What follows belongs to an exercise in optimizing a design on an open flow for small area and a short achievable clock period; a production flow would make more cautious choices.
Function was checked by simulation only, so behaviour that the tests miss may differ from the original.

==> design/flow/design.v <==
module matrix_multiplier (
    input clk,
    input reset,
    input start,
    input [7:0] in,
    output reg [15:0] o,
    output reg done
);
    reg [4:0] cnt;
    wire busy = cnt != 5'd0;
    wire [7:0] in_n = ~in;    
    reg [7:0] r0 [0:2];
    reg [7:0] r1 [0:2];
    reg [7:0] r2 [0:2];
    wire load_b0 = cnt >= 5'd10 && cnt <= 5'd12;
    wire load_b1 = cnt >= 5'd13 && cnt <= 5'd15;
    wire load_b2 = cnt >= 5'd16 && cnt <= 5'd18;
    always @(posedge clk) begin
        r0[0] <= load_b0 ? in_n : r0[2];
        r1[0] <= load_b1 ? in_n : r1[2];
        r2[0] <= load_b2 ? in_n : r2[2];
        r0[1] <= r0[0]; r0[2] <= r0[1];
        r1[1] <= r1[0]; r1[2] <= r1[1];
        r2[1] <= r2[0]; r2[2] <= r2[1];
    end
    reg [7:0] a0 [0:2];
    always @(posedge clk)
        if (cnt == 5'd1 || cnt == 5'd4 || cnt == 5'd7 || cnt == 5'd20 || cnt == 5'd23) begin
            a0[0] <= a0[1]; a0[1] <= a0[2]; a0[2] <= in_n;
        end
    reg [7:0] a1 [0:2];
    always @(posedge clk)
        if (cnt == 5'd2 || cnt == 5'd5 || cnt == 5'd8 || cnt == 5'd21 || cnt == 5'd24) begin
            a1[0] <= a1[1]; a1[1] <= a1[2]; a1[2] <= in_n;
        end
    reg [7:0] a2 [0:2];
    always @(posedge clk)
        if (cnt == 5'd3 || cnt == 5'd6 || cnt == 5'd9 || cnt == 5'd22 || cnt == 5'd25) begin
            a2[0] <= a2[1]; a2[1] <= a2[2]; a2[2] <= in_n;
        end
    wire [7:0] ha0 = a0[0];           
    wire [7:0] b0 = r0[1];            
    wire [7:0] ha1 = a1[0];           
    wire [7:0] b1 = r1[2];            
    wire [7:0] ha2 = a2[0];           
    wire [7:0] b2 = r2[0];            
    reg a1e_next;
    always @(posedge clk) a1e_next <= cnt == 5'd20 || cnt == 5'd23;
    wire ha1e = a1e_next ? a1[1][7] : a1[0][7];
    wire b1e = r1[1][0];
    wire s0_1 = ~(ha0[0] | b0[6]) ^ ~(ha0[1] | b0[5]);
    wire s0_2 = ~(ha0[0] | b0[6]) & ~(ha0[1] | b0[5]);
    wire s0_3, s0_4;
    fadd u_s0_3 (~(ha0[0] | b0[7]), ~(ha0[1] | b0[6]), ~(ha0[2] | b0[5]), s0_3, s0_4);
    wire s0_5, s0_6;
    fadd u_s0_5 (~(ha0[3] | b0[4]), ~(ha0[4] | b0[3]), ~(ha0[5] | b0[2]), s0_5, s0_6);
    wire s0_7, s0_8;
    fadd u_s0_7 (~(ha0[1] | b0[7]), ~(ha0[2] | b0[6]), ~(ha0[3] | b0[5]), s0_7, s0_8);
    wire s0_9 = ~(ha0[4] | b0[4]) ^ ~(ha0[5] | b0[3]);
    wire s0_10 = ~(ha0[4] | b0[4]) & ~(ha0[5] | b0[3]);
    wire s0_11, s0_12;
    fadd u_s0_11 (~(ha0[2] | b0[7]), ~(ha0[3] | b0[6]), ~(ha0[4] | b0[5]), s0_11, s0_12);
    wire s0_13 = ~(ha0[0] | b0[4]) ^ ~(ha0[1] | b0[3]);
    wire s0_14 = ~(ha0[0] | b0[4]) & ~(ha0[1] | b0[3]);
    wire s0_15, s0_16;
    fadd u_s0_15 (~(ha0[0] | b0[5]), ~(ha0[1] | b0[4]), ~(ha0[2] | b0[3]), s0_15, s0_16);
    wire s0_17 = ~(ha0[3] | b0[2]) ^ ~(ha0[4] | b0[1]);
    wire s0_18 = ~(ha0[3] | b0[2]) & ~(ha0[4] | b0[1]);
    wire s0_19, s0_20;
    fadd u_s0_19 (s0_1, ~(ha0[2] | b0[4]), ~(ha0[3] | b0[3]), s0_19, s0_20);
    wire s0_21, s0_22;
    fadd u_s0_21 (~(ha0[4] | b0[2]), ~(ha0[5] | b0[1]), ~(ha0[6] | b0[0]), s0_21, s0_22);
    wire s0_23, s0_24;
    fadd u_s0_23 (s0_2, s0_3, s0_5, s0_23, s0_24);
    wire s0_25, s0_26;
    fadd u_s0_25 (~(ha0[6] | b0[1]), ~(ha0[7] | b0[0]), ~(ha1e | b1e), s0_25, s0_26);
    wire s0_27, s0_28;
    fadd u_s0_27 (s0_4, s0_6, s0_7, s0_27, s0_28);
    wire s0_29, s0_30;
    fadd u_s0_29 (s0_9, ~(ha0[6] | b0[2]), ~(ha0[7] | b0[1]), s0_29, s0_30);
    wire s0_31, s0_32;
    fadd u_s0_31 (s0_8, s0_10, s0_11, s0_31, s0_32);
    wire s0_33, s0_34;
    fadd u_s0_33 (~(ha0[5] | b0[4]), ~(ha0[6] | b0[3]), ~(ha0[7] | b0[2]), s0_33, s0_34);
    wire s0_35, s0_36;
    fadd u_s0_35 (s0_12, ~(ha0[3] | b0[7]), ~(ha0[4] | b0[6]), s0_35, s0_36);
    wire s0_37, s0_38;
    fadd u_s0_37 (~(ha0[5] | b0[5]), ~(ha0[6] | b0[4]), ~(ha0[7] | b0[3]), s0_37, s0_38);
    wire s0_39, s0_40;
    fadd u_s0_39 (~(ha0[4] | b0[7]), ~(ha0[5] | b0[6]), ~(ha0[6] | b0[5]), s0_39, s0_40);
    wire s0_41 = ~(ha0[0] | b0[3]) ^ ~(ha0[1] | b0[2]);
    wire s0_42 = ~(ha0[0] | b0[3]) & ~(ha0[1] | b0[2]);
    wire s0_43, s0_44;
    fadd u_s0_43 (s0_13, ~(ha0[2] | b0[2]), ~(ha0[3] | b0[1]), s0_43, s0_44);
    wire s0_45, s0_46;
    fadd u_s0_45 (s0_14, s0_15, s0_17, s0_45, s0_46);
    wire s0_47, s0_48;
    fadd u_s0_47 (s0_16, s0_18, s0_19, s0_47, s0_48);
    wire s0_49, s0_50;
    fadd u_s0_49 (s0_20, s0_22, s0_23, s0_49, s0_50);
    wire s0_51, s0_52;
    fadd u_s0_51 (s0_24, s0_26, s0_27, s0_51, s0_52);
    wire s0_53, s0_54;
    fadd u_s0_53 (s0_28, s0_30, s0_31, s0_53, s0_54);
    wire s0_55, s0_56;
    fadd u_s0_55 (s0_32, s0_34, s0_35, s0_55, s0_56);
    wire s0_57, s0_58;
    fadd u_s0_57 (s0_36, s0_38, s0_39, s0_57, s0_58);
    wire s0_59, s0_60;
    fadd u_s0_59 (s0_40, ~(ha0[5] | b0[7]), ~(ha0[6] | b0[6]), s0_59, s0_60);
    wire s0_61 = ~(ha0[0] | b0[2]) ^ ~(ha0[1] | b0[1]);
    wire s0_62 = ~(ha0[0] | b0[2]) & ~(ha0[1] | b0[1]);
    wire s0_63, s0_64;
    fadd u_s0_63 (s0_41, ~(ha0[2] | b0[1]), ~(ha0[3] | b0[0]), s0_63, s0_64);
    wire s0_65, s0_66;
    fadd u_s0_65 (s0_42, s0_43, ~(ha0[4] | b0[0]), s0_65, s0_66);
    wire s0_67, s0_68;
    fadd u_s0_67 (s0_44, s0_45, ~(ha0[5] | b0[0]), s0_67, s0_68);
    wire s0_69, s0_70;
    fadd u_s0_69 (s0_46, s0_47, s0_21, s0_69, s0_70);
    wire s0_71, s0_72;
    fadd u_s0_71 (s0_48, s0_49, s0_25, s0_71, s0_72);
    wire s0_73, s0_74;
    fadd u_s0_73 (s0_50, s0_51, s0_29, s0_73, s0_74);
    wire s0_75, s0_76;
    fadd u_s0_75 (s0_52, s0_53, s0_33, s0_75, s0_76);
    wire s0_77, s0_78;
    fadd u_s0_77 (s0_54, s0_55, s0_37, s0_77, s0_78);
    wire s0_79, s0_80;
    fadd u_s0_79 (s0_56, s0_57, ~(ha0[7] | b0[4]), s0_79, s0_80);
    wire s0_81, s0_82;
    fadd u_s0_81 (s0_58, s0_59, ~(ha0[7] | b0[5]), s0_81, s0_82);
    wire s0_83, s0_84;
    fadd u_s0_83 (s0_60, ~(ha0[6] | b0[7]), ~(ha0[7] | b0[6]), s0_83, s0_84);
    reg q0_s0, q0_s1, q0_c1, q0_s2, q0_c2, q0_s3, q0_c3, q0_s4, q0_c4, q0_s5, q0_c5, q0_s6, q0_c6, q0_s7, q0_c7, q0_s8, q0_c8, q0_s9, q0_c9, q0_s10, q0_c10, q0_s11, q0_c11, q0_s12, q0_c12, q0_s13, q0_c13, q0_s14, q0_c14;
    always @(posedge clk) begin
        q0_s0 <= ~(ha0[0] | b0[0]);
        q0_s1 <= ~(ha0[0] | b0[1]);
        q0_c1 <= ~(ha0[1] | b0[0]);
        q0_s2 <= s0_61;
        q0_c2 <= ~(ha0[2] | b0[0]);
        q0_s3 <= s0_62;
        q0_c3 <= s0_63;
        q0_s4 <= s0_64;
        q0_c4 <= s0_65;
        q0_s5 <= s0_66;
        q0_c5 <= s0_67;
        q0_s6 <= s0_68;
        q0_c6 <= s0_69;
        q0_s7 <= s0_70;
        q0_c7 <= s0_71;
        q0_s8 <= s0_72;
        q0_c8 <= s0_73;
        q0_s9 <= s0_74;
        q0_c9 <= s0_75;
        q0_s10 <= s0_76;
        q0_c10 <= s0_77;
        q0_s11 <= s0_78;
        q0_c11 <= s0_79;
        q0_s12 <= s0_80;
        q0_c12 <= s0_81;
        q0_s13 <= s0_82;
        q0_c13 <= s0_83;
        q0_s14 <= s0_84;
        q0_c14 <= ~(ha0[7] | b0[7]);
    end
    wire s1_1 = q0_s4 ^ q0_c4;
    wire s1_2 = q0_s4 & q0_c4;
    wire s1_3, s1_4;
    fadd u_s1_3 (q0_s5, q0_c5, ~(ha1[0] | b1[5]), s1_3, s1_4);
    wire s1_5 = ~(ha1[1] | b1[4]) ^ ~(ha1[2] | b1[3]);
    wire s1_6 = ~(ha1[1] | b1[4]) & ~(ha1[2] | b1[3]);
    wire s1_7, s1_8;
    fadd u_s1_7 (q0_s6, q0_c6, ~(ha1[0] | b1[6]), s1_7, s1_8);
    wire s1_9, s1_10;
    fadd u_s1_9 (~(ha1[1] | b1[5]), ~(ha1[2] | b1[4]), ~(ha1[3] | b1[3]), s1_9, s1_10);
    wire s1_11 = ~(ha1[4] | b1[2]) ^ ~(ha1[5] | b1[1]);
    wire s1_12 = ~(ha1[4] | b1[2]) & ~(ha1[5] | b1[1]);
    wire s1_13, s1_14;
    fadd u_s1_13 (q0_s7, q0_c7, ~(ha1[0] | b1[7]), s1_13, s1_14);
    wire s1_15, s1_16;
    fadd u_s1_15 (~(ha1[1] | b1[6]), ~(ha1[2] | b1[5]), ~(ha1[3] | b1[4]), s1_15, s1_16);
    wire s1_17, s1_18;
    fadd u_s1_17 (~(ha1[4] | b1[3]), ~(ha1[5] | b1[2]), ~(ha1[6] | b1[1]), s1_17, s1_18);
    wire s1_19, s1_20;
    fadd u_s1_19 (q0_s8, q0_c8, ~(ha1[1] | b1[7]), s1_19, s1_20);
    wire s1_21, s1_22;
    fadd u_s1_21 (~(ha1[2] | b1[6]), ~(ha1[3] | b1[5]), ~(ha1[4] | b1[4]), s1_21, s1_22);
    wire s1_23, s1_24;
    fadd u_s1_23 (~(ha1[5] | b1[3]), ~(ha1[6] | b1[2]), ~(ha1[7] | b1[1]), s1_23, s1_24);
    wire s1_25, s1_26;
    fadd u_s1_25 (q0_s9, q0_c9, ~(ha1[2] | b1[7]), s1_25, s1_26);
    wire s1_27, s1_28;
    fadd u_s1_27 (~(ha1[3] | b1[6]), ~(ha1[4] | b1[5]), ~(ha1[5] | b1[4]), s1_27, s1_28);
    wire s1_29 = ~(ha1[6] | b1[3]) ^ ~(ha1[7] | b1[2]);
    wire s1_30 = ~(ha1[6] | b1[3]) & ~(ha1[7] | b1[2]);
    wire s1_31, s1_32;
    fadd u_s1_31 (q0_s10, q0_c10, ~(ha1[3] | b1[7]), s1_31, s1_32);
    wire s1_33, s1_34;
    fadd u_s1_33 (~(ha1[4] | b1[6]), ~(ha1[5] | b1[5]), ~(ha1[6] | b1[4]), s1_33, s1_34);
    wire s1_35, s1_36;
    fadd u_s1_35 (q0_s11, q0_c11, ~(ha1[4] | b1[7]), s1_35, s1_36);
    wire s1_37 = q0_s2 ^ q0_c2;
    wire s1_38 = q0_s2 & q0_c2;
    wire s1_39, s1_40;
    fadd u_s1_39 (q0_s3, q0_c3, ~(ha1[0] | b1[3]), s1_39, s1_40);
    wire s1_41 = ~(ha1[1] | b1[2]) ^ ~(ha1[2] | b1[1]);
    wire s1_42 = ~(ha1[1] | b1[2]) & ~(ha1[2] | b1[1]);
    wire s1_43, s1_44;
    fadd u_s1_43 (s1_1, ~(ha1[0] | b1[4]), ~(ha1[1] | b1[3]), s1_43, s1_44);
    wire s1_45, s1_46;
    fadd u_s1_45 (~(ha1[2] | b1[2]), ~(ha1[3] | b1[1]), ~(ha1[4] | b1[0]), s1_45, s1_46);
    wire s1_47, s1_48;
    fadd u_s1_47 (s1_2, s1_3, s1_5, s1_47, s1_48);
    wire s1_49, s1_50;
    fadd u_s1_49 (~(ha1[3] | b1[2]), ~(ha1[4] | b1[1]), ~(ha1[5] | b1[0]), s1_49, s1_50);
    wire s1_51, s1_52;
    fadd u_s1_51 (s1_4, s1_6, s1_7, s1_51, s1_52);
    wire s1_53, s1_54;
    fadd u_s1_53 (s1_9, s1_11, ~(ha1[6] | b1[0]), s1_53, s1_54);
    wire s1_55, s1_56;
    fadd u_s1_55 (s1_8, s1_10, s1_12, s1_55, s1_56);
    wire s1_57, s1_58;
    fadd u_s1_57 (s1_13, s1_15, s1_17, s1_57, s1_58);
    wire s1_59, s1_60;
    fadd u_s1_59 (s1_14, s1_16, s1_18, s1_59, s1_60);
    wire s1_61, s1_62;
    fadd u_s1_61 (s1_19, s1_21, s1_23, s1_61, s1_62);
    wire s1_63, s1_64;
    fadd u_s1_63 (s1_20, s1_22, s1_24, s1_63, s1_64);
    wire s1_65, s1_66;
    fadd u_s1_65 (s1_25, s1_27, s1_29, s1_65, s1_66);
    wire s1_67, s1_68;
    fadd u_s1_67 (s1_26, s1_28, s1_30, s1_67, s1_68);
    wire s1_69, s1_70;
    fadd u_s1_69 (s1_31, s1_33, ~(ha1[7] | b1[3]), s1_69, s1_70);
    wire s1_71, s1_72;
    fadd u_s1_71 (s1_32, s1_34, s1_35, s1_71, s1_72);
    wire s1_73, s1_74;
    fadd u_s1_73 (~(ha1[5] | b1[6]), ~(ha1[6] | b1[5]), ~(ha1[7] | b1[4]), s1_73, s1_74);
    wire s1_75, s1_76;
    fadd u_s1_75 (s1_36, q0_s12, q0_c12, s1_75, s1_76);
    wire s1_77, s1_78;
    fadd u_s1_77 (~(ha1[5] | b1[7]), ~(ha1[6] | b1[6]), ~(ha1[7] | b1[5]), s1_77, s1_78);
    wire s1_79, s1_80;
    fadd u_s1_79 (q0_s13, q0_c13, ~(ha1[6] | b1[7]), s1_79, s1_80);
    wire s1_81 = q0_s1 ^ q0_c1;
    wire s1_82 = q0_s1 & q0_c1;
    wire s1_83, s1_84;
    fadd u_s1_83 (s1_37, ~(ha1[0] | b1[2]), ~(ha1[1] | b1[1]), s1_83, s1_84);
    wire s1_85, s1_86;
    fadd u_s1_85 (s1_38, s1_39, s1_41, s1_85, s1_86);
    wire s1_87, s1_88;
    fadd u_s1_87 (s1_40, s1_42, s1_43, s1_87, s1_88);
    wire s1_89, s1_90;
    fadd u_s1_89 (s1_44, s1_46, s1_47, s1_89, s1_90);
    wire s1_91, s1_92;
    fadd u_s1_91 (s1_48, s1_50, s1_51, s1_91, s1_92);
    wire s1_93, s1_94;
    fadd u_s1_93 (s1_52, s1_54, s1_55, s1_93, s1_94);
    wire s1_95, s1_96;
    fadd u_s1_95 (s1_56, s1_58, s1_59, s1_95, s1_96);
    wire s1_97, s1_98;
    fadd u_s1_97 (s1_60, s1_62, s1_63, s1_97, s1_98);
    wire s1_99, s1_100;
    fadd u_s1_99 (s1_64, s1_66, s1_67, s1_99, s1_100);
    wire s1_101, s1_102;
    fadd u_s1_101 (s1_68, s1_70, s1_71, s1_101, s1_102);
    wire s1_103, s1_104;
    fadd u_s1_103 (s1_72, s1_74, s1_75, s1_103, s1_104);
    wire s1_105, s1_106;
    fadd u_s1_105 (s1_76, s1_78, s1_79, s1_105, s1_106);
    wire s1_107, s1_108;
    fadd u_s1_107 (s1_80, q0_s14, q0_c14, s1_107, s1_108);
    wire s1_109 = s1_81 ^ ~(ha1[0] | b1[1]);
    wire s1_110 = s1_81 & ~(ha1[0] | b1[1]);
    wire s1_111, s1_112;
    fadd u_s1_111 (s1_82, s1_83, ~(ha1[2] | b1[0]), s1_111, s1_112);
    wire s1_113, s1_114;
    fadd u_s1_113 (s1_84, s1_85, ~(ha1[3] | b1[0]), s1_113, s1_114);
    wire s1_115, s1_116;
    fadd u_s1_115 (s1_86, s1_87, s1_45, s1_115, s1_116);
    wire s1_117, s1_118;
    fadd u_s1_117 (s1_88, s1_89, s1_49, s1_117, s1_118);
    wire s1_119, s1_120;
    fadd u_s1_119 (s1_90, s1_91, s1_53, s1_119, s1_120);
    wire s1_121, s1_122;
    fadd u_s1_121 (s1_92, s1_93, s1_57, s1_121, s1_122);
    wire s1_123, s1_124;
    fadd u_s1_123 (s1_94, s1_95, s1_61, s1_123, s1_124);
    wire s1_125, s1_126;
    fadd u_s1_125 (s1_96, s1_97, s1_65, s1_125, s1_126);
    wire s1_127, s1_128;
    fadd u_s1_127 (s1_98, s1_99, s1_69, s1_127, s1_128);
    wire s1_129, s1_130;
    fadd u_s1_129 (s1_100, s1_101, s1_73, s1_129, s1_130);
    wire s1_131, s1_132;
    fadd u_s1_131 (s1_102, s1_103, s1_77, s1_131, s1_132);
    wire s1_133, s1_134;
    fadd u_s1_133 (s1_104, s1_105, ~(ha1[7] | b1[6]), s1_133, s1_134);
    wire s1_135, s1_136;
    fadd u_s1_135 (s1_106, s1_107, ~(ha1[7] | b1[7]), s1_135, s1_136);
    wire s1_137 = s1_136 ^ s1_108;
    reg q1_s0, q1_c0, q1_s1, q1_c1, q1_s2, q1_c2, q1_s3, q1_c3, q1_s4, q1_c4, q1_s5, q1_c5, q1_s6, q1_c6, q1_s7, q1_c7, q1_s8, q1_c8, q1_s9, q1_c9, q1_s10, q1_c10, q1_s11, q1_c11, q1_s12, q1_c12, q1_s13, q1_c13, q1_s14, q1_c14, q1_s15;
    always @(posedge clk) begin
        q1_s0 <= q0_s0;
        q1_c0 <= ~(ha1[0] | b1[0]);
        q1_s1 <= s1_109;
        q1_c1 <= ~(ha1[1] | b1[0]);
        q1_s2 <= s1_110;
        q1_c2 <= s1_111;
        q1_s3 <= s1_112;
        q1_c3 <= s1_113;
        q1_s4 <= s1_114;
        q1_c4 <= s1_115;
        q1_s5 <= s1_116;
        q1_c5 <= s1_117;
        q1_s6 <= s1_118;
        q1_c6 <= s1_119;
        q1_s7 <= s1_120;
        q1_c7 <= s1_121;
        q1_s8 <= s1_122;
        q1_c8 <= s1_123;
        q1_s9 <= s1_124;
        q1_c9 <= s1_125;
        q1_s10 <= s1_126;
        q1_c10 <= s1_127;
        q1_s11 <= s1_128;
        q1_c11 <= s1_129;
        q1_s12 <= s1_130;
        q1_c12 <= s1_131;
        q1_s13 <= s1_132;
        q1_c13 <= s1_133;
        q1_s14 <= s1_134;
        q1_c14 <= s1_135;
        q1_s15 <= s1_137;
    end
    wire s2_1 = q1_s4 ^ q1_c4;
    wire s2_2 = q1_s4 & q1_c4;
    wire s2_3, s2_4;
    fadd u_s2_3 (q1_s5, q1_c5, ~(ha2[0] | b2[5]), s2_3, s2_4);
    wire s2_5 = ~(ha2[1] | b2[4]) ^ ~(ha2[2] | b2[3]);
    wire s2_6 = ~(ha2[1] | b2[4]) & ~(ha2[2] | b2[3]);
    wire s2_7, s2_8;
    fadd u_s2_7 (q1_s6, q1_c6, ~(ha2[0] | b2[6]), s2_7, s2_8);
    wire s2_9, s2_10;
    fadd u_s2_9 (~(ha2[1] | b2[5]), ~(ha2[2] | b2[4]), ~(ha2[3] | b2[3]), s2_9, s2_10);
    wire s2_11 = ~(ha2[4] | b2[2]) ^ ~(ha2[5] | b2[1]);
    wire s2_12 = ~(ha2[4] | b2[2]) & ~(ha2[5] | b2[1]);
    wire s2_13, s2_14;
    fadd u_s2_13 (q1_s7, q1_c7, ~(ha2[0] | b2[7]), s2_13, s2_14);
    wire s2_15, s2_16;
    fadd u_s2_15 (~(ha2[1] | b2[6]), ~(ha2[2] | b2[5]), ~(ha2[3] | b2[4]), s2_15, s2_16);
    wire s2_17, s2_18;
    fadd u_s2_17 (~(ha2[4] | b2[3]), ~(ha2[5] | b2[2]), ~(ha2[6] | b2[1]), s2_17, s2_18);
    wire s2_19, s2_20;
    fadd u_s2_19 (q1_s8, q1_c8, ~(ha2[1] | b2[7]), s2_19, s2_20);
    wire s2_21, s2_22;
    fadd u_s2_21 (~(ha2[2] | b2[6]), ~(ha2[3] | b2[5]), ~(ha2[4] | b2[4]), s2_21, s2_22);
    wire s2_23, s2_24;
    fadd u_s2_23 (~(ha2[5] | b2[3]), ~(ha2[6] | b2[2]), ~(ha2[7] | b2[1]), s2_23, s2_24);
    wire s2_25, s2_26;
    fadd u_s2_25 (q1_s9, q1_c9, ~(ha2[2] | b2[7]), s2_25, s2_26);
    wire s2_27, s2_28;
    fadd u_s2_27 (~(ha2[3] | b2[6]), ~(ha2[4] | b2[5]), ~(ha2[5] | b2[4]), s2_27, s2_28);
    wire s2_29 = ~(ha2[6] | b2[3]) ^ ~(ha2[7] | b2[2]);
    wire s2_30 = ~(ha2[6] | b2[3]) & ~(ha2[7] | b2[2]);
    wire s2_31, s2_32;
    fadd u_s2_31 (q1_s10, q1_c10, ~(ha2[3] | b2[7]), s2_31, s2_32);
    wire s2_33, s2_34;
    fadd u_s2_33 (~(ha2[4] | b2[6]), ~(ha2[5] | b2[5]), ~(ha2[6] | b2[4]), s2_33, s2_34);
    wire s2_35, s2_36;
    fadd u_s2_35 (q1_s11, q1_c11, ~(ha2[4] | b2[7]), s2_35, s2_36);
    wire s2_37 = q1_s2 ^ q1_c2;
    wire s2_38 = q1_s2 & q1_c2;
    wire s2_39, s2_40;
    fadd u_s2_39 (q1_s3, q1_c3, ~(ha2[0] | b2[3]), s2_39, s2_40);
    wire s2_41 = ~(ha2[1] | b2[2]) ^ ~(ha2[2] | b2[1]);
    wire s2_42 = ~(ha2[1] | b2[2]) & ~(ha2[2] | b2[1]);
    wire s2_43, s2_44;
    fadd u_s2_43 (s2_1, ~(ha2[0] | b2[4]), ~(ha2[1] | b2[3]), s2_43, s2_44);
    wire s2_45, s2_46;
    fadd u_s2_45 (~(ha2[2] | b2[2]), ~(ha2[3] | b2[1]), ~(ha2[4] | b2[0]), s2_45, s2_46);
    wire s2_47, s2_48;
    fadd u_s2_47 (s2_2, s2_3, s2_5, s2_47, s2_48);
    wire s2_49, s2_50;
    fadd u_s2_49 (~(ha2[3] | b2[2]), ~(ha2[4] | b2[1]), ~(ha2[5] | b2[0]), s2_49, s2_50);
    wire s2_51, s2_52;
    fadd u_s2_51 (s2_4, s2_6, s2_7, s2_51, s2_52);
    wire s2_53, s2_54;
    fadd u_s2_53 (s2_9, s2_11, ~(ha2[6] | b2[0]), s2_53, s2_54);
    wire s2_55, s2_56;
    fadd u_s2_55 (s2_8, s2_10, s2_12, s2_55, s2_56);
    wire s2_57, s2_58;
    fadd u_s2_57 (s2_13, s2_15, s2_17, s2_57, s2_58);
    wire s2_59, s2_60;
    fadd u_s2_59 (s2_14, s2_16, s2_18, s2_59, s2_60);
    wire s2_61, s2_62;
    fadd u_s2_61 (s2_19, s2_21, s2_23, s2_61, s2_62);
    wire s2_63, s2_64;
    fadd u_s2_63 (s2_20, s2_22, s2_24, s2_63, s2_64);
    wire s2_65, s2_66;
    fadd u_s2_65 (s2_25, s2_27, s2_29, s2_65, s2_66);
    wire s2_67, s2_68;
    fadd u_s2_67 (s2_26, s2_28, s2_30, s2_67, s2_68);
    wire s2_69, s2_70;
    fadd u_s2_69 (s2_31, s2_33, ~(ha2[7] | b2[3]), s2_69, s2_70);
    wire s2_71, s2_72;
    fadd u_s2_71 (s2_32, s2_34, s2_35, s2_71, s2_72);
    wire s2_73, s2_74;
    fadd u_s2_73 (~(ha2[5] | b2[6]), ~(ha2[6] | b2[5]), ~(ha2[7] | b2[4]), s2_73, s2_74);
    wire s2_75, s2_76;
    fadd u_s2_75 (s2_36, q1_s12, q1_c12, s2_75, s2_76);
    wire s2_77, s2_78;
    fadd u_s2_77 (~(ha2[5] | b2[7]), ~(ha2[6] | b2[6]), ~(ha2[7] | b2[5]), s2_77, s2_78);
    wire s2_79, s2_80;
    fadd u_s2_79 (q1_s13, q1_c13, ~(ha2[6] | b2[7]), s2_79, s2_80);
    wire s2_81 = q1_s1 ^ q1_c1;
    wire s2_82 = q1_s1 & q1_c1;
    wire s2_83, s2_84;
    fadd u_s2_83 (s2_37, ~(ha2[0] | b2[2]), ~(ha2[1] | b2[1]), s2_83, s2_84);
    wire s2_85, s2_86;
    fadd u_s2_85 (s2_38, s2_39, s2_41, s2_85, s2_86);
    wire s2_87, s2_88;
    fadd u_s2_87 (s2_40, s2_42, s2_43, s2_87, s2_88);
    wire s2_89, s2_90;
    fadd u_s2_89 (s2_44, s2_46, s2_47, s2_89, s2_90);
    wire s2_91, s2_92;
    fadd u_s2_91 (s2_48, s2_50, s2_51, s2_91, s2_92);
    wire s2_93, s2_94;
    fadd u_s2_93 (s2_52, s2_54, s2_55, s2_93, s2_94);
    wire s2_95, s2_96;
    fadd u_s2_95 (s2_56, s2_58, s2_59, s2_95, s2_96);
    wire s2_97, s2_98;
    fadd u_s2_97 (s2_60, s2_62, s2_63, s2_97, s2_98);
    wire s2_99, s2_100;
    fadd u_s2_99 (s2_64, s2_66, s2_67, s2_99, s2_100);
    wire s2_101, s2_102;
    fadd u_s2_101 (s2_68, s2_70, s2_71, s2_101, s2_102);
    wire s2_103, s2_104;
    fadd u_s2_103 (s2_72, s2_74, s2_75, s2_103, s2_104);
    wire s2_105, s2_106;
    fadd u_s2_105 (s2_76, s2_78, s2_79, s2_105, s2_106);
    wire s2_107, s2_108;
    fadd u_s2_107 (s2_80, q1_s14, q1_c14, s2_107, s2_108);
    wire s2_109 = q1_s0 ^ q1_c0;
    wire s2_110 = q1_s0 & q1_c0;
    wire s2_111, s2_112;
    fadd u_s2_111 (s2_81, ~(ha2[0] | b2[1]), ~(ha2[1] | b2[0]), s2_111, s2_112);
    wire s2_113, s2_114;
    fadd u_s2_113 (s2_82, s2_83, ~(ha2[2] | b2[0]), s2_113, s2_114);
    wire s2_115, s2_116;
    fadd u_s2_115 (s2_84, s2_85, ~(ha2[3] | b2[0]), s2_115, s2_116);
    wire s2_117, s2_118;
    fadd u_s2_117 (s2_86, s2_87, s2_45, s2_117, s2_118);
    wire s2_119, s2_120;
    fadd u_s2_119 (s2_88, s2_89, s2_49, s2_119, s2_120);
    wire s2_121, s2_122;
    fadd u_s2_121 (s2_90, s2_91, s2_53, s2_121, s2_122);
    wire s2_123, s2_124;
    fadd u_s2_123 (s2_92, s2_93, s2_57, s2_123, s2_124);
    wire s2_125, s2_126;
    fadd u_s2_125 (s2_94, s2_95, s2_61, s2_125, s2_126);
    wire s2_127, s2_128;
    fadd u_s2_127 (s2_96, s2_97, s2_65, s2_127, s2_128);
    wire s2_129, s2_130;
    fadd u_s2_129 (s2_98, s2_99, s2_69, s2_129, s2_130);
    wire s2_131, s2_132;
    fadd u_s2_131 (s2_100, s2_101, s2_73, s2_131, s2_132);
    wire s2_133, s2_134;
    fadd u_s2_133 (s2_102, s2_103, s2_77, s2_133, s2_134);
    wire s2_135, s2_136;
    fadd u_s2_135 (s2_104, s2_105, ~(ha2[7] | b2[6]), s2_135, s2_136);
    wire s2_137, s2_138;
    fadd u_s2_137 (s2_106, s2_107, ~(ha2[7] | b2[7]), s2_137, s2_138);
    wire s2_139 = s2_108 ^ q1_s15;
    wire s2_140 = s2_138 ^ s2_139;
    reg q2_s0, q2_c0, q2_s1, q2_c1, q2_s2, q2_c2, q2_s3, q2_c3, q2_s4, q2_c4, q2_s5, q2_c5, q2_s6, q2_c6, q2_s7, q2_c7, q2_s8, q2_c8, q2_s9, q2_c9, q2_s10, q2_c10, q2_s11, q2_c11, q2_s12, q2_c12, q2_s13, q2_c13, q2_s14, q2_c14, q2_s15, q2_x7;
    always @(posedge clk) begin
        q2_s0 <= s2_109;
        q2_c0 <= ~(ha2[0] | b2[0]);
        q2_s1 <= s2_110;
        q2_c1 <= s2_111;
        q2_s2 <= s2_112;
        q2_c2 <= s2_113;
        q2_s3 <= s2_114;
        q2_c3 <= s2_115;
        q2_s4 <= s2_116;
        q2_c4 <= s2_117;
        q2_s5 <= s2_118;
        q2_c5 <= s2_119;
        q2_s6 <= s2_120;
        q2_c6 <= s2_121;
        q2_s7 <= s2_122;
        q2_c7 <= s2_123;
        q2_s8 <= s2_124;
        q2_c8 <= s2_125;
        q2_s9 <= s2_126;
        q2_c9 <= s2_127;
        q2_s10 <= s2_128;
        q2_c10 <= s2_129;
        q2_s11 <= s2_130;
        q2_c11 <= s2_131;
        q2_s12 <= s2_132;
        q2_c12 <= s2_133;
        q2_s13 <= s2_134;
        q2_c13 <= s2_135;
        q2_s14 <= s2_136;
        q2_c14 <= s2_137;
        q2_s15 <= s2_140;
        q2_x7 <= ~(ha2[7] | b2[0]);
    end
    wire [15:0] sum_s = {q2_s15, q2_s14, q2_s13, q2_s12, q2_s11, q2_s10, q2_s9, q2_s8, q2_s7, q2_s6, q2_s5, q2_s4, q2_s3, q2_s2, q2_s1, q2_s0};
    wire [15:0] sum_c = {1'b0, q2_c14, q2_c13, q2_c12, q2_c11, q2_c10, q2_c9, q2_c8, q2_c7, q2_c6, q2_c5, q2_c4, q2_c3, q2_c2, q2_c1, q2_c0};
    wire [15:0] sum = sum_s + sum_c + {8'd0, q2_x7, 7'd0};
    wire valid = cnt >= 5'd21 && cnt <= 5'd29;
    always @(posedge clk or posedge reset) begin
        if (reset) begin
            cnt  <= 5'd0;
            o    <= 16'd0;
            done <= 1'b0;
        end else begin
            o    <= valid ? sum : 16'd0;
            done <= cnt == 5'd29 || cnt == 5'd30;
            if (cnt == 5'd30)
                cnt <= 5'd0;
            else if (busy || start)
                cnt <= cnt + 5'd1;
        end
    end
endmodule
module fadd (input a, input b, input c, output s, output co);
    assign s  = a ^ b ^ c;
    assign co = (a & b) | (a & c) | (b & c);
endmodule
==> design/flow/flow/run.sh <==
#!/bin/bash
# The standard layout flow with these changes in how the layout is made (the
# clock period and the constraints stay the design's): the ports are buffered
# with buf_2 cells, and clock tree synthesis adds no dummy loads. The make
# output goes to standard.log; each ORFS step keeps its own log under orfs/logs.
set -euo pipefail
bash standard.sh SETUP_SLACK_MARGIN=5 \
    "BUFFER_PORTS_ARGS=-buffer_cell sky130_fd_sc_hd__buf_2" \
    "CTS_ARGS=-sink_clustering_enable -repair_clock_nets -dont_use_dummy_load -buf_list sky130_fd_sc_hd__clkbuf_8 -sink_clustering_size 20 -sink_clustering_max_diameter 60" \
    finish > standard.log 2>&1
==> design/flow/standard.sh <==
#!/bin/bash
# synth_recipe.tcl (not shown) runs the flow's synth.tcl, then flattens the netlist and writes it again
# the make line also repeats each setting of config.mk as NAME=value (left out here)
make -C /OpenROAD-flow-scripts/flow DESIGN_CONFIG=/design/flow/config.mk WORK_HOME=/design/flow/orfs CLKGATE_MAP_FILE= SYNTH_SCRIPT=/design/flow/synth_recipe.tcl "${@:-finish}"
==> design/flow/config.mk <==
export PLATFORM = sky130hd
export DESIGN_NAME = matrix_multiplier
export DESIGN_NICKNAME = matrix_multiplier
export VERILOG_FILES = /design/flow/design.v
export SDC_FILE = /design/flow/constraint.sdc
export NUM_CORES = 4
export LEC_CHECK = 0
export CAP_MARGIN = 20
export CORE_MARGIN = 2
export CORE_UTILIZATION = 40
export CTS_BUF_LIST = sky130_fd_sc_hd__clkbuf_8
export CTS_CLUSTER_DIAMETER = 60
export CTS_CLUSTER_SIZE = 20
export PLACE_DENSITY = 0.9
export SLEW_MARGIN = 20
export SYNTH_HIERARCHICAL = 1
export SYNTH_MINIMUM_KEEP_SIZE = 0
==> design/flow/constraint.sdc <==
create_clock -name core_clock -period 8.0 [get_ports {clk}]
set_input_delay 1.6000 -clock core_clock [delete_from_list [all_inputs] [get_ports {clk}]]
set_output_delay 1.6000 -clock core_clock [all_outputs]
set_load 0.01 [all_outputs]
==> reports/results.tsv, run 1 <==
metric	value	unit
nature of the critical path endpoint	register	
First-pass DRT Iterations	5	
CTS tree	done	
core area	29500	µm²
number of max-cap violations	0	
normalized max-slew margin	0.430	
dominant synthesized flop cell	dfxtp_1	
commonest non-fill, non-tap cell in the layout	nor2_1	
Die H	177	µm
largest net degree at the start of global routing	25	
Die ar.	31200	µm²
skew final	0.0749	ns
HPWL Detailed	16700	µm
endpoints failing hold	0	
critical path type	register to register	
first-pass GRT wire length	36000	µm
TritonCTS buffer count	19	
GP Congestion	0.902	
Min Hold Slack	0.287	ns
post-layout min period	2.85	ns
crit-path max FO	8	
Fmax	350	MHz
outcome	timing/DRC/antenna clean	
Slew @ Worst Pin	0.854	ns
count of standard-cell rows	63	
most frequent cells in the layout	nor2_1 (207), dfxtp_1 (165), fa_1 (159)	
# clock sinks	259	
asr flop ratio synth	0.0849	
n_diodes	0	
worst-skew pair later-pin latency	0.54	ns
post-synth net total	1141	
Netlist cell types	43	
Yosys warning total	13	
Initial Util	0.404	
Worst Path Required	8.39	ns
dominant cell type by area after synthesis	dfxtp_1	
flip-flop and latch count after synthesis	259	
vias post-DR	6457	
buffer depth of the longest clock path	3	
final worst-path cycle share	0.357	
GRT Util Overall	0.145	
Area contributors post-synth	dfxtp_1 (28%), fa_1 (27%), edfxtp_1 (18%)	
Post-CTS Setup Inserts	0	
drt wl/cell	16.7	µm
share of cells above drive strength 1	0.0617	
Hold Buf Count CTS	0	
H-Tree Depth	1	
Place WS	5.21	ns
Slew Limit Fails	0	
post-layout util	0.427	
Avg Cell Area, Syn	13.0	µm²
area grow syn2layout	5.84	%
Vias/cell	4.98	
sequential area share after synthesis	0.505	
initial antenna violation count	0	
Final ANT Viol Nets	0	
final worst slack	5.15	ns
HP Class	register to register	
gate count of the mapped netlist	916	
EDFF count, synth	72	
post-cts gate resize count	0	
Setup-failing EPs final	0	
Initial DRC Count	467	
die width	177	µm
Yosys top cell area share	0.277	
RSZ-0062 raised after global routing	no	
Residual DRC	0	
R2R setup slack	5.15	ns
Post-Route WL	21600	µm
# nets final	1134	
# IOs	28	
via count of the first global-routing pass	7197	
Worst EP arrival	3.25	ns
buffers added on ports	27	
root buffer cell	clkbuf_8	
GRT overflow	0	
mapped cell area	11900	µm²
Final TNS setup	0	ns
clock transition at the registers of the reported paths	0.11	ns
crit start category	register	
[layer usage]
metal / GRT usage / up-vias / part of all wire
li1: - / 2919 / -
met5: 0 / - / 0
met3: 0.0269 / 68 / 0.063
met4: 0.0513 / 0 / 0.033
met1: 0.177 / 3210 / 0.41
met2: 0.255 / 260 / 0.49
[modules after synthesis (local to each module, per instance)]
module	times used	flip-flops and latches	cells inside
fadd	157	0	1
matrix_multiplier	1	259	759
[sequential cells by signal, indices dropped and copies added (netlist names), 5 cells and up]
register	count
a2	24
a1	24
cnt	5
r2	24
r1	24
o	16
a0	24
r0	24
[stage by stage]
| stage | instances | instance area [µm²] |
|---|---|---|
| 2_1_floorplan | 916 | 11900 |
| 3_3_place_gp | 1278 | 12300 |
| 3_5_place_dp | 1278 | 12300 |
| 4_1_cts | 1297 | 12600 |
| 5_1_grt | 1297 | 12600 |
| 6_report | 1297 | 12600 |
[cell families after synthesis]
kind of cell,count (synthesis),share of synthesized area
multiplexers,2,0.00168
flip-flops,259,0.505
adder cells (fa/ha/maj),214,0.325
XOR/XNOR,12,0.00883
buffers and inverters,76,0.0244
AO/OA/AOI/OAI,77,0.0419
AND/OR/NAND/NOR,276,0.0928
[critical path, stage by stage, from the launching register on]
cell and delay (ns):
edfxtp_1 0.55, nor2_1 0.25, fa_1 0.49, fa_1 0.47, fa_1 0.54, fa_1 0.41
[Yosys cell counts, types with 3 or more instances]
library cell and count:
dfrtp_1 22, inv_1 18, edfxtp_1 72, xnor2_1 6
nor2b_1 3, nand3_1 4, or3_1 5, and2_1 6
nor2_1 207, ha_1 55, o21ai_1 31, xor2_1 6
buf_1 8, o21a_1 3, dfxtp_1 165, a21oi_1 12
a211oi_1 3, o21ai_0 5, fa_1 159, clkbuf_1 46
nor3_1 5, buf_2 4, a21o_1 7, and3_1 4
nand2_1 38
[area by class of cell]
cell class	instances	area, µm²
clock buffer	19	262
multi-input combinational	581	5610
fill	2571	16900
sequential	259	6020
tap	390	488
inverter	18	67.6
timing repair buffer	30	158
[worst paths after layout]
check	from	end	cells past startpoint
max	a1[0][2]	q1_c7	5
min reg2reg	q0_s0	q1_s0	0
min	q0_s0	q1_s0	0
min in group asynchronous	reset	cnt[4]	2
max reg2reg	a1[0][2]	q1_c7	5
max in group asynchronous	reset	o[11]	2
==> run 2, diff against run 1 <==
--- a/design/flow/config.mk
+++ b/design/flow/config.mk
@@ -13,3 +13,2 @@
 export CTS_CLUSTER_SIZE = 20
-export PLACE_DENSITY = 0.9
 export SLEW_MARGIN = 20
==> reports/results.tsv, run 2 <==
metric	value	unit	change
Worst EP arrival	3.18	ns	-0.07 ns
# clock sinks	259		unchanged
# IOs	28		unchanged
final worst-path cycle share	0.352		-0.00472
Avg Cell Area, Syn	13.0	µm²	unchanged
drt wl/cell	16.3	µm	-2.1%
# nets final	1135		+0.088%
vias post-DR	6230		-3.5%
end of the worst register-to-register path	q2_c7		
hold path depth	0		unchanged
CP Cell Sequence	nor2_1 > fa_1 > fa_1 > fa_1 > fa_1		
buffers and inverters on the worst path	0		unchanged
area grow syn2layout	5.96	%	
number of max-cap violations	0		unchanged
crit-path max FO	8		unchanged
gate count of the mapped netlist	916		unchanged
GP Congestion	0.798		-11%
worst r2r path cells	5		unchanged
First-pass DRT Iterations	4		-1
most frequent cells in the layout	nor2_1 (207), dfxtp_1 (165), fa_1 (159)		
outcome	timing/DRC/antenna clean		
Synth top cells by count	nor2_1 (207), dfxtp_1 (165), fa_1 (159), edfxtp_1 (72), ha_1 (55)		
count leader, synth	nor2_1		
Final TNS setup	0	ns	unchanged
cell count along the critical path	5		unchanged
cell family with the largest share of critical-path delay	adder cells		
endpoints failing hold	0		unchanged
HP Class	register to register		
Post-Route WL	21200	µm	-2.1%
dominant synthesized flop cell	dfxtp_1		
n_diodes	0		unchanged
HPWL Detailed	16200	µm	-2.8%
Yosys warning total	13		unchanged
Fmax	355	MHz	+1.3%
nature of the critical path endpoint	register		
CTS tree	done		
Worst Path Required	8.36	ns	-0.03 ns
Netlist cell types	43		unchanged
post-layout util	0.428		+0.000467
buffers added on ports	27		unchanged
CP peak stage delay	0.56	ns	about the same
WHS Endpoint	r0[1][5]		
asr flop ratio synth	0.0849		unchanged
initial antenna violation count	0		unchanged
via count of the first global-routing pass	6523		-9.4%
worst-skew pair later-pin latency	0.54	ns	about the same
Setup-failing EPs final	0		unchanged
Initial DRC Count	355		-24%
hold_sp	r0[0][5]		
TritonCTS buffer count	20		+1
Final ANT Viol Nets	0		unchanged
dominant cell type by area after synthesis	dfxtp_1		
die width	177	µm	unchanged
largest net degree at the start of global routing	25		unchanged
Post-CTS Setup Inserts	0		unchanged
Slew @ Worst Pin	0.877	ns	+0.0228 ns
normalized max-slew margin	0.415		-0.0152
r2r startpoint	a2[0][2]		
GRT overflow	0		unchanged
commonest non-fill, non-tap cell in the layout	nor2_1		
mapped cell area	11900	µm²	unchanged
clock transition at the registers of the reported paths	0.11	ns	about the same
post-synth net total	1141		unchanged
root buffer cell	clkbuf_8		
Area contributors post-synth	dfxtp_1 (28%), fa_1 (27%), edfxtp_1 (18%)		
Die ar.	31200	µm²	unchanged
RSZ-0062 raised after global routing	no		
post-layout min period	2.82	ns	-0.0378 ns
flip-flop and latch count after synthesis	259		unchanged
sequential area share after synthesis	0.505		unchanged
Hold Buf Count CTS	0		unchanged
skew final	0.0648	ns	-0.0100 ns
Die H	177	µm	unchanged
share of cells above drive strength 1	0.0628		+0.00103
Slew Limit Fails	0		unchanged
post-cts gate resize count	0		unchanged
Residual DRC	0		unchanged
Crit path top cell by count	fa_1		
count of standard-cell rows	63		unchanged
EDFF count, synth	72		unchanged
Initial Util	0.404		unchanged
crit start category	register		
H-Tree Depth	1		unchanged
buffer depth of the longest clock path	3		unchanged
critical path type	register to register		
GRT Util Overall	0.141		-0.00333
first-pass GRT wire length	34700	µm	-3.6%
Critical-path top delay cell	edfxtp_1		
Yosys top cell area share	0.277		unchanged
Vias/cell	4.80		-3.6%
Min Hold Slack	0.329	ns	+0.0428 ns
core area	29500	µm²	unchanged
R2R setup slack	5.18	ns	+0.04 ns
==> run 2: cell counts after synthesis <==
No cell type changed its count.
==> run 2: kinds of logic after synthesis <==
group | synth area share
buf+inv | 0.0244
flops | 0.505
compound gates | 0.0419
mux | 0.00168
xor+xnor | 0.00883
fa+ha+maj | 0.325
simple gates | 0.0928
==> run 2: through the flow <==
stage	instance area [µm²]	cells	setup slack [ns]
after floorplan	11900	916	5.29
after global placement	12300	1278	5.26
after detailed placement	12300	1278	5.23
after CTS	12600	1298	5.16
after global routing	12600	1298	5.06
final	12600	1298	5.18
==> run 2: worst max path at each step <==
stage                  start      to  slack [ns]
floorplan           a2[0][4]  q2_s15        5.29
global placement    a1[0][3]  q1_c11        5.26
detailed placement  a2[0][2]  q2_c10        5.23
CTS                 a1[0][2]   q1_c7        5.16
global route        a2[0][1]   q2_c8        5.06
finish              a2[0][2]   q2_c7        5.18
==> run 2: layer usage <==
metal / part of all wire / track usage / up-vias
met2: 0.45 / 0.230 / 141
met1: 0.47 / 0.194 / 3115
met4: 0.032 / 0.0492 / 0
met5: 0 / 0 / -
met3: 0.043 / 0.0196 / 44
li1: - / - / 2930
==> run 2: worst reg2reg max path, delay by kind of cell, from the launching register on <==
kind,cells,cell delay (ns)
simple gates,1,0.21
flops,1,0.56
fa+ha+maj,4,1.88
==> run 2: per-module statistics from Yosys (local to each module, per instance) <==
module | copies in the design | flip-flops and latches | area (µm²)
fadd | 157 | 0 | 20.0
matrix_multiplier | 1 | 259 | 8760
==> run 2: layout make-up <==
type                    count  area [µm²]
flip-flops and latches    259        6020
multi-input cells         581        5610
fillers                  2737       16900
well taps                 390         488
clock buffers              20         275
repair buffers             30         158
inverters                  18        67.6
==> run 3, diff against run 2 <==
--- a/design/flow/config.mk
+++ b/design/flow/config.mk
@@ -13,2 +13,3 @@
 export CTS_CLUSTER_SIZE = 20
+export PLACE_DENSITY = 0.8
 export SLEW_MARGIN = 20
==> reports/results.tsv, run 3 <==
metric	value	unit	change
outcome	timing/DRC/antenna clean		
asr flop ratio synth	0.0849		unchanged
Worst Path Required	8.40	ns	+0.04 ns
share of cells above drive strength 1	0.0607		-0.00207
buffer depth of the longest clock path	3		unchanged
Die H	177	µm	unchanged
Final TNS setup	0	ns	unchanged
HPWL Detailed	16100	µm	-0.78%
area grow syn2layout	5.73	%	
flip-flop and latch count after synthesis	259		unchanged
routing usage on met1	0.180		-0.0144
Area contributors post-synth	dfxtp_1 (28%), fa_1 (27%), edfxtp_1 (18%)		
vias post-DR	6431		+3.2%
Slew Limit Fails	0		unchanged
largest net degree at the start of global routing	25		unchanged
mapped cell area	11900	µm²	unchanged
WHS Endpoint	r1[2][4]		
Initial DRC Count	422		+19%
fin cells	1296		-0.15%
R2R setup slack	5.20	ns	+0.02 ns
end of the worst register-to-register path	q2_c7		
first-pass GRT wire length	34600	µm	-0.16%
Post-CTS Setup Inserts	0		unchanged
drt wl/cell	16.1	µm	-1.5%
gr busiest metal	met2		
HP Class	register to register		
count of standard-cell rows	63		unchanged
Fmax	357	MHz	+0.56%
dominant synthesized flop cell	dfxtp_1		
worst-skew pair later-pin latency	0.54	ns	about the same
count leader, synth	nor2_1		
r2r startpoint	a2[0][1]		
grt met2 use	0.238		+0.00765
Synth top cells by count	nor2_1 (207), dfxtp_1 (165), fa_1 (159), edfxtp_1 (72), ha_1 (55)		
final worst-path cycle share	0.350		-0.00196
hold path depth	0		unchanged
CP peak stage delay	0.56	ns	about the same
n_diodes	0		unchanged
Final ANT Viol Nets	0		unchanged
Setup-failing EPs final	0		unchanged
commonest non-fill, non-tap cell in the layout	nor2_1		
Yosys top cell area share	0.277		unchanged
post-cts gate resize count	0		unchanged
# nets final	1133		-0.18%
Yosys warning total	13		unchanged
Slew @ Worst Pin	0.875	ns	-0.00228 ns
Netlist cell types	43		unchanged
die width	177	µm	unchanged
skew final	0.0489	ns	-0.0159 ns
Worst EP arrival	3.20	ns	+0.02 ns
final worst slack	5.20	ns	+0.0157 ns
nature of the critical path endpoint	register		
number of max-cap violations	0		unchanged
Hold Buf Count CTS	0		unchanged
root buffer cell	clkbuf_8		
CP Cell Sequence	nor2_1 > fa_1 > fa_1 > fa_1 > fa_1		
Initial Util	0.404		unchanged
sequential area share after synthesis	0.505		unchanged
most frequent cells in the layout	nor2_1 (207), dfxtp_1 (165), fa_1 (159)		
# IOs	28		unchanged
CTS tree	done		
crit-path max FO	8		unchanged
TritonCTS buffer count	18		-10%
Avg Cell Area, Syn	13.0	µm²	unchanged
First-pass DRT Iterations	4		unchanged
via count of the first global-routing pass	6966		+6.8%
Place WS	5.24	ns	+0.0173 ns
FILL cells	2646		-3.3%
post-layout min period	2.80	ns	-0.0157 ns
Die ar.	31200	µm²	unchanged
GP Congestion	0.869		+8.8%
GRT Util Overall	0.139		-0.00193
initial antenna violation count	0		unchanged
Crit path top cell by count	fa_1		
# clock sinks	259		unchanged
dominant cell type by area after synthesis	dfxtp_1		
gate count of the mapped netlist	916		unchanged
crit start category	register		
number of instances in the placed design	1278		unchanged
hold_sp	r1[1][4]		
buffers added on ports	27		unchanged
normalized max-slew margin	0.416		+0.00152
Residual DRC	0		unchanged
Critical-path top delay cell	edfxtp_1		
RSZ-0062 raised after global routing	no		
critical path type	register to register		
EDFF count, synth	72		unchanged
endpoints failing hold	0		unchanged
Min Hold Slack	0.289	ns	-0.0400 ns
worst r2r path cells	5		unchanged
core area	29500	µm²	unchanged
GRT overflow	0		unchanged
met3 GRT Util	0.0241		+0.00452
Post-Route WL	20800	µm	-1.6%
post-synth net total	1141		unchanged
clock transition at the registers of the reported paths	0.11	ns	about the same
H-Tree Depth	1		unchanged
Vias/cell	4.96		+3.4%
## run 3: cell types whose count changed in the layout (fill, tap and decap cells not counted)
cell      before  now
clkbuf_8      20   18
## run 3: per-module statistics from Yosys (local to each module, per instance)
module	cells inside	cell area, µm²
fadd	1	20.0
matrix_multiplier	759	8760
## run 3: how the worst max path moves through the flow
stage                        start      to  slack, ns
after floorplan           a2[0][4]  q2_s15       5.29
final                     a2[0][1]   q2_c7       5.20
after global routing      r0[1][4]   q0_c8       5.09
after global placement    a2[0][4]  q2_s15       5.28
after detailed placement  a1[0][5]  q1_c11       5.24
after CTS                 a1[0][7]   q1_c9       5.21
## run 3: per-layer routing
metal | vias up | wire length, µm
met3 | 45 | 1130
met5 | - | 0
li1 | 2921 | -
met4 | 0 | 599
met2 | 200 | 10000
met1 | 3265 | 9090
## run 3: kinds of logic (layout without fill, tap and decap cells)
family	Yosys count	in the layout	share of synthesized area
flops	259	259	0.505
fa+ha+maj	214	214	0.325
compound gates	77	77	0.0419
mux	2	2	0.00168
buf+inv	76	66	0.0244
xor+xnor	12	12	0.00883
simple gates	276	276	0.0928
## run 3: layout make-up
cell class,count,area [µm²],share of cell area
tap,390,488,0.0388
sequential,259,6020,0.478
clock buffer,18,248,0.0197
multi-input combinational,581,5610,0.446
inverter,18,67.6,0.00537
timing repair buffer,30,158,0.0125
## run 3: critical path, delay by kind of cell, from the launching register on
family                   cells  cell delay, ns
flip-flops                   1            0.56
adder cells (fa/ha/maj)      4            1.86
AND/OR/NAND/NOR              1            0.24
## run 3: stage by stage
step,utilization,instance area (µm²)
after floorplan,-,11900
after detailed placement,0.419,12300
after global placement,0.419,12300
final,0.427,12600
after CTS,0.427,12600
after global routing,0.427,12600
==> run 4, diff against run 3 <==
--- a/design/flow/config.mk
+++ b/design/flow/config.mk
@@ -9,3 +9,3 @@
 export CORE_MARGIN = 2
-export CORE_UTILIZATION = 40
+export CORE_UTILIZATION = 45
 export CTS_BUF_LIST = sky130_fd_sc_hd__clkbuf_8
@@ -13,2 +13,3 @@
 export CTS_CLUSTER_SIZE = 20
+export GPL_ROUTABILITY_DRIVEN = 0
 export PLACE_DENSITY = 0.8
==> reports/results.tsv, run 4 <==
metric	value	unit	change
Vias/cell	5.14		+3.7%
nature of the critical path endpoint	register		
Slew @ Worst Pin	0.884	ns	+0.00942 ns
Residual DRC	0		unchanged
Slew Limit Fails	0		unchanged
core area	26000	µm²	-12%
area grow syn2layout	5.15	%	
Worst EP arrival	3.19	ns	about the same
worst r2r path cells	5		unchanged
outcome	timing/DRC/antenna clean		
# nets final	1133		unchanged
r2r startpoint	a1[0][5]		
skew final	0.0590	ns	+0.0101 ns
Multi-input gate area	5610	µm²	unchanged
post-cts gate resize count	0		unchanged
cell count along the critical path	5		unchanged
clock transition at the registers of the reported paths	0.11	ns	about the same
end of the worst register-to-register path	q1_c9		
n_diodes	0		unchanged
sequential area share after synthesis	0.505		unchanged
dominant synthesized flop cell	dfxtp_1		
Initial DRC Count	463		+9.7%
H-Tree Depth	1		unchanged
Final TNS setup	0	ns	unchanged
Post-Route WL	20500	µm	-1.7%
buffers added on ports	27		unchanged
buffer depth of the longest clock path	3		unchanged
Netlist cell types	43		unchanged
first-pass GRT wire length	34500	µm	-0.42%
Synth top cells by count	nor2_1 (207), dfxtp_1 (165), fa_1 (159), edfxtp_1 (72), ha_1 (55)		
count of standard-cell rows	59		-6.3%
Die H	167	µm	-5.6%
Area contributors post-synth	dfxtp_1 (28%), fa_1 (27%), edfxtp_1 (18%)		
commonest non-fill, non-tap cell in the layout	nor2_1		
largest net degree at the start of global routing	25		unchanged
Avg Cell Area, Syn	13.0	µm²	unchanged
vias post-DR	6383		-0.75%
Critical-path top delay cell	edfxtp_1		
crit-path max FO	8		unchanged
HP Class	register to register		
Setup-failing EPs final	0		unchanged
drt wl/cell	16.5	µm	+2.6%
GRT Util Overall	0.153		+0.0132
Worst setup endpoint	q1_c9		
# clock sinks	259		unchanged
grt met2 use	0.264		+0.0256
initial antenna violation count	0		unchanged
normalized max-slew margin	0.410		-0.00628
most frequent cells in the layout	nor2_1 (207), dfxtp_1 (165), fa_1 (159)		
met3 GRT Util	0.0290		+0.00488
GRT overflow	0		unchanged
flip-flop and latch count after synthesis	259		unchanged
post-layout min period	2.84	ns	+0.0382 ns
die width	167	µm	-5.6%
Crit path top cell by count	fa_1		
Initial Util	0.458		+0.0543
Hold Buf Count CTS	0		unchanged
Yosys warning total	13		unchanged
HPWL Detailed	15800	µm	-2.0%
critical path type	register to register		
FILL cells	2242		-15%
asr flop ratio synth	0.0849		unchanged
CP peak stage delay	0.59	ns	+0.03 ns
Fmax	352	MHz	-1.3%
CTS tree	done		
Yosys top cell area share	0.277		unchanged
Worst Path Required	8.35	ns	-0.05 ns
share of cells above drive strength 1	0.0607		unchanged
First-pass DRT Iterations	5		+1
Final ANT Viol Nets	0		unchanged
endpoints failing hold	0		unchanged
Post-CTS Setup Inserts	0		unchanged
Min Hold Slack	0.301	ns	+0.0121 ns
hold path depth	0		unchanged
post-synth net total	1141		unchanged
gr busiest metal	met2		
mapped cell area	11900	µm²	unchanged
buffers and inverters on the worst path	0		unchanged
Die ar.	27800	µm²	-11%
number of instances in the placed design	1223		-4.3%
CP Cell Sequence	nor2_1 > fa_1 > fa_1 > fa_1 > fa_1		
R2R setup slack	5.16	ns	-0.04 ns
dominant cell type by area after synthesis	dfxtp_1		
Worst Setup SP	a1[0][5]		
count leader, synth	nor2_1		
root buffer cell	clkbuf_8		
TritonCTS buffer count	18		unchanged
fin cells	1241		-4.2%
final worst-path cycle share	0.355		+0.00478
number of max-cap violations	0		unchanged
RSZ-0062 raised after global routing	no		
EDFF count, synth	72		unchanged
Register Area	6020	µm²	unchanged
cell family with the largest share of critical-path delay	adder cells		
worst-skew pair later-pin latency	0.53	ns	about the same
via count of the first global-routing pass	6836		-1.9%
crit start category	register		
gate count of the mapped netlist	916		unchanged
# IOs	28		unchanged
routing usage on met1	0.197		+0.0175
==> run 4: per-module statistics from Yosys (local to each module, per instance) <==
| module | cell area [µm²] | flops+latches | cells | copies in the design |
|---|---|---|---|---|
| matrix_multiplier | 8760 | 259 | 759 | 1 |
| fadd | 20.0 | 0 | 1 | 157 |
==> run 4: metrics by stage <==
step           instance area (µm²)   util  setup slack (ns)
2_1_floorplan                11900      -              5.29
3_3_place_gp                 12300  0.472              5.28
6_report                     12500  0.482              5.16
5_1_grt                      12500  0.482              5.05
4_1_cts                      12500  0.482              5.16
3_5_place_dp                 12300  0.472              5.22
==> run 4: worst reg2reg max path, cell delays in order, from the launching register on <==
cell	delay, ns
edfxtp_1	0.59
nor2_1	0.24
fa_1	0.47
fa_1	0.41
fa_1	0.46
fa_1	0.50
==> run 4: cell type report <==
class                   count  area share
well taps                 335      0.0335
inverters                  18     0.00540
multi-input cells         581       0.448
clock buffers              18      0.0198
repair buffers             30      0.0126
flip-flops and latches    259       0.481
==> run 4: cells by family (layout without fill, tap and decap cells) <==
group / after synthesis / count (layout) / synth area share
fa+ha+maj: 214 / 214 / 0.325
simple gates: 276 / 276 / 0.0928
compound gates: 77 / 77 / 0.0419
buf+inv: 76 / 66 / 0.0244
flops: 259 / 259 / 0.505
mux: 2 / 2 / 0.00168
xor+xnor: 12 / 12 / 0.00883
==> run 4: how the worst min path moves through the flow <==
stage          endpoint     start  slack [ns]
3_3_place_gp   r0[1][7]  r0[0][7]        0.31
5_1_grt        r2[2][1]  r2[1][1]        0.31
6_report       r2[2][4]  r2[1][4]        0.30
2_1_floorplan     q1_s0     q0_s0        0.31
3_5_place_dp   r1[2][5]  r1[1][5]        0.31
4_1_cts        r2[2][4]  r2[1][4]        0.31
==> run 4: per-layer routing <==
metal	vias to the layer above	routed length, µm	part of all wire
met5	-	0	0
li1	2921	-	-
met1	3222	8940	0.44
met4	0	499	0.024
met2	201	9890	0.48
met3	39	1140	0.056
==> run 5, diff against run 4 <==
--- a/design/flow/flow/run.sh
+++ b/design/flow/flow/run.sh
@@ -6,3 +6,3 @@
 set -euo pipefail
-bash standard.sh SETUP_SLACK_MARGIN=5 \
+bash standard.sh SETUP_SLACK_MARGIN=5.2 MATCH_CELL_FOOTPRINT=0 \
     "BUFFER_PORTS_ARGS=-buffer_cell sky130_fd_sc_hd__buf_2" \
--- a/design/flow/config.mk
+++ b/design/flow/config.mk
@@ -9,3 +9,3 @@
 export CORE_MARGIN = 2
-export CORE_UTILIZATION = 45
+export CORE_UTILIZATION = 40
 export CTS_BUF_LIST = sky130_fd_sc_hd__clkbuf_8
@@ -13,3 +13,2 @@
 export CTS_CLUSTER_SIZE = 20
-export GPL_ROUTABILITY_DRIVEN = 0
 export PLACE_DENSITY = 0.8
==> reports/results.tsv, run 5 <==
metric	value	unit	change
buffers added on ports	27		unchanged
grt met2 use	0.238		-0.0256
fin cells	1319		+6.3%
worst r2r path cells	5		unchanged
Fmax	362	MHz	+2.8%
mux contribution to synthesized area	0.00168		unchanged
Yosys warning total	13		unchanged
Final ANT Viol Nets	0		unchanged
GP Congestion	0.869		
routing usage on met1	0.180		-0.0175
die width	177	µm	+5.9%
Slew Limit Fails	0		unchanged
worst-skew pair later-pin latency	0.53	ns	about the same
TritonCTS buffer count	18		unchanged
GRT Util Overall	0.139		-0.0132
Worst EP arrival	3.13	ns	-0.06 ns
nature of the critical path endpoint	register		
# nets final	1156		+2.0%
number of max-cap violations	0		unchanged
outcome	timing/DRC/antenna clean		
sequential area share after synthesis	0.505		unchanged
H-Tree Depth	1		unchanged
Post-Route WL	21200	µm	+3.6%
skew final	0.0469	ns	-0.0121 ns
root buffer cell	clkbuf_8		
count of standard-cell rows	63		+6.8%
HP Class	register to register		
Yosys top cell area share	0.277		unchanged
final worst-path cycle share	0.345		-0.00977
number of instances in the placed design	1278		+4.5%
asr flop ratio synth	0.0849		unchanged
flip-flop and latch count after synthesis	259		unchanged
Netlist cell types	43		unchanged
Worst Path Required	8.37	ns	+0.02 ns
largest net degree at the start of global routing	25		unchanged
crit start category	register		
vias post-DR	6455		+1.1%
crit-path max FO	7		-1
buffer depth of the longest clock path	3		unchanged
Slew @ Worst Pin	0.875	ns	-0.00948 ns
# IOs	28		unchanged
Synth top cells by count	nor2_1 (207), dfxtp_1 (165), fa_1 (159), edfxtp_1 (72), ha_1 (55)		
Setup-failing EPs final	0		unchanged
Die H	177	µm	+5.9%
placed inst area	12300	µm²	+0.56%
post-synth net total	1141		unchanged
EDFF count, synth	72		unchanged
n_diodes	0		unchanged
most frequent cells in the layout	nor2_1 (189), fa_1 (157), dfxtp_1 (155)		
post-layout min period	2.76	ns	-0.0782 ns
HPWL Detailed	16100	µm	+2.0%
Initial Util	0.404		-0.0543
Residual DRC	0		unchanged
gr busiest metal	met2		
CTS tree	done		
RSZ-0062 raised after global routing	yes		
Area contributors post-synth	dfxtp_1 (28%), fa_1 (27%), edfxtp_1 (18%)		
clock transition at the registers of the reported paths	0.11	ns	about the same
core area	29500	µm²	+13%
hold path depth	0		unchanged
met3 GRT Util	0.0241		-0.00488
initial antenna violation count	0		unchanged
count leader, synth	nor2_1		
dominant synthesized flop cell	dfxtp_1		
via count of the first global-routing pass	6966		+1.9%
First-pass DRT Iterations	5		unchanged
commonest non-fill, non-tap cell in the layout	nor2_1		
normalized max-slew margin	0.416		+0.00633
dominant cell type by area after synthesis	dfxtp_1		
first-pass GRT wire length	34600	µm	+0.42%
critical path type	register to register		
Synth Area in XOR/XNOR	0.00883		unchanged
gate count of the mapped netlist	916		unchanged
# clock sinks	259		unchanged
post-layout util	0.435		-0.0468
share of cells above drive strength 1	0.116		+0.0555
GRT overflow	0		unchanged
area grow syn2layout	7.70	%	
mapped cell area	11900	µm²	unchanged
Compound-Gate Fraction of Synth Area	0.0419		unchanged
endpoints failing hold	0		unchanged
Vias/cell	4.89		-4.9%
drt wl/cell	16.1	µm	-2.5%
largest family of logic cells by synthesized area	adder cells		
fin area	12800	µm²	+2.4%
Die ar.	31200	µm²	+12%
Post-Synth Simple-Gate Area	0.0928		unchanged
Initial DRC Count	433		-6.5%
Post-Synth Adder-Cell Area	0.325		unchanged
Final TNS setup	0	ns	unchanged
Avg Cell Area, Syn	13.0	µm²	unchanged
-- run 5: cell counts after synthesis --
No cell type changed its count.
-- run 5: modules after synthesis (local to each module, per instance) --
module | area [µm²] | copies in the design | cells inside
matrix_multiplier | 8760 | 1 | 759
fadd | 20.0 | 157 | 1
-- run 5: path summary, 6_finish.rpt --
kind | startpoint | to | slack, ns
worst min register to register | r1[1][4] | r1[2][4] | 0.28
worst max-delay path | a0[0][3] | q0_c8 | 5.24
min in group asynchronous | reset | cnt[0] | 1.23
max in group asynchronous | reset | o[4] | 6.20
worst max register to register | a0[0][3] | q0_c8 | 5.24
worst min-delay path | r1[1][4] | r1[2][4] | 0.28
-- run 5: what timing repair did --
action	4_1_cts	5_1_grt
gates resized for setup	0	30
setup buffers	0	23
hold buffers	0	0
setup endpoints to repair	0	28
-- run 5: cell type report --
class / count / area, µm²
Fill cell: 2602 / 16700
Sequential cell: 259 / 6030
Clock buffer: 18 / 248
Tap cell: 390 / 488
Inverter: 18 / 67.6
Multi-Input combinational cell: 581 / 5660
Timing Repair Buffer: 53 / 330
-- run 5: through the flow --
| step | hold WS (ns) | setup slack (ns) |
|---|---|---|
| detailed placement | 0.312 | 5.24 |
| CTS | 0.301 | 5.21 |
| global placement | 0.310 | 5.28 |
| finish | 0.282 | 5.24 |
| floorplan | 0.310 | 5.29 |
| global route | 0.299 | 5.16 |
-- run 5: cells by family after synthesis --
logic type / count (synthesis)
and+or+nand+nor: 276
xor gates and xnor gates: 12
adders and majority gates: 214
buffers and inverters: 76
DFF: 259
AOI/OAI and AO/OA: 77
muxes: 2
-- run 5: routing by layer --
metal | share of wire | vias up | routed length [µm]
met5 | 0 | - | 0
met4 | 0.030 | 0 | 631
met3 | 0.054 | 48 | 1140
met2 | 0.48 | 207 | 10200
met1 | 0.44 | 3229 | 9270
li1 | - | 2971 | -
-- run 5: critical path: stages (launching register included) --
cell      delay, ns
edfxtp_1       0.54
nor2_2         0.08
fa_1           0.59
fa_2           0.46
fa_1           0.45
fa_1           0.49

[re-timing with driven ports]
The flow's constraints put no driver on any port. The routed layouts listed below were extracted and timed again, unchanged, in two steps.
Step 1: set_driving_cell puts a clkbuf_16 on clk and a buf_2 on each other input, an assumption about the parent block.
Step 2, shift: input delay + t, output delay - t, t = (earliest + latest rising clock arrival at the registers) / 2. This alone moves slack from input paths to output paths.
a / b / c = no drivers / after step 1 / after step 2; a / b = the first two.
run	t (ns)	setup WS [ns]	worst hold slack (ns)	latest minus earliest clock arrival (ns)	worst register clock-pin slew, ns
run 1	0.548	5.146 / 5.146 / 5.146	0.287 / 0.287 / 0.287	0.075 / 0.074	0.12 / 0.12
run 2	0.554	5.184 / 5.184 / 5.184	0.329 / 0.329 / 0.329	0.065 / 0.065	0.11 / 0.11
run 3	0.553	5.199 / 5.199 / 5.199	0.289 / 0.289 / 0.289	0.050 / 0.050	0.11 / 0.11
run 4	0.547	5.161 / 5.161 / 5.161	0.301 / 0.301 / 0.301	0.060 / 0.060	0.11 / 0.11
run 5	0.554	5.239 / 5.239 / 5.239	0.282 / 0.282 / 0.282	0.048 / 0.048	0.12 / 0.12
After both steps every run listed still meets setup and hold.
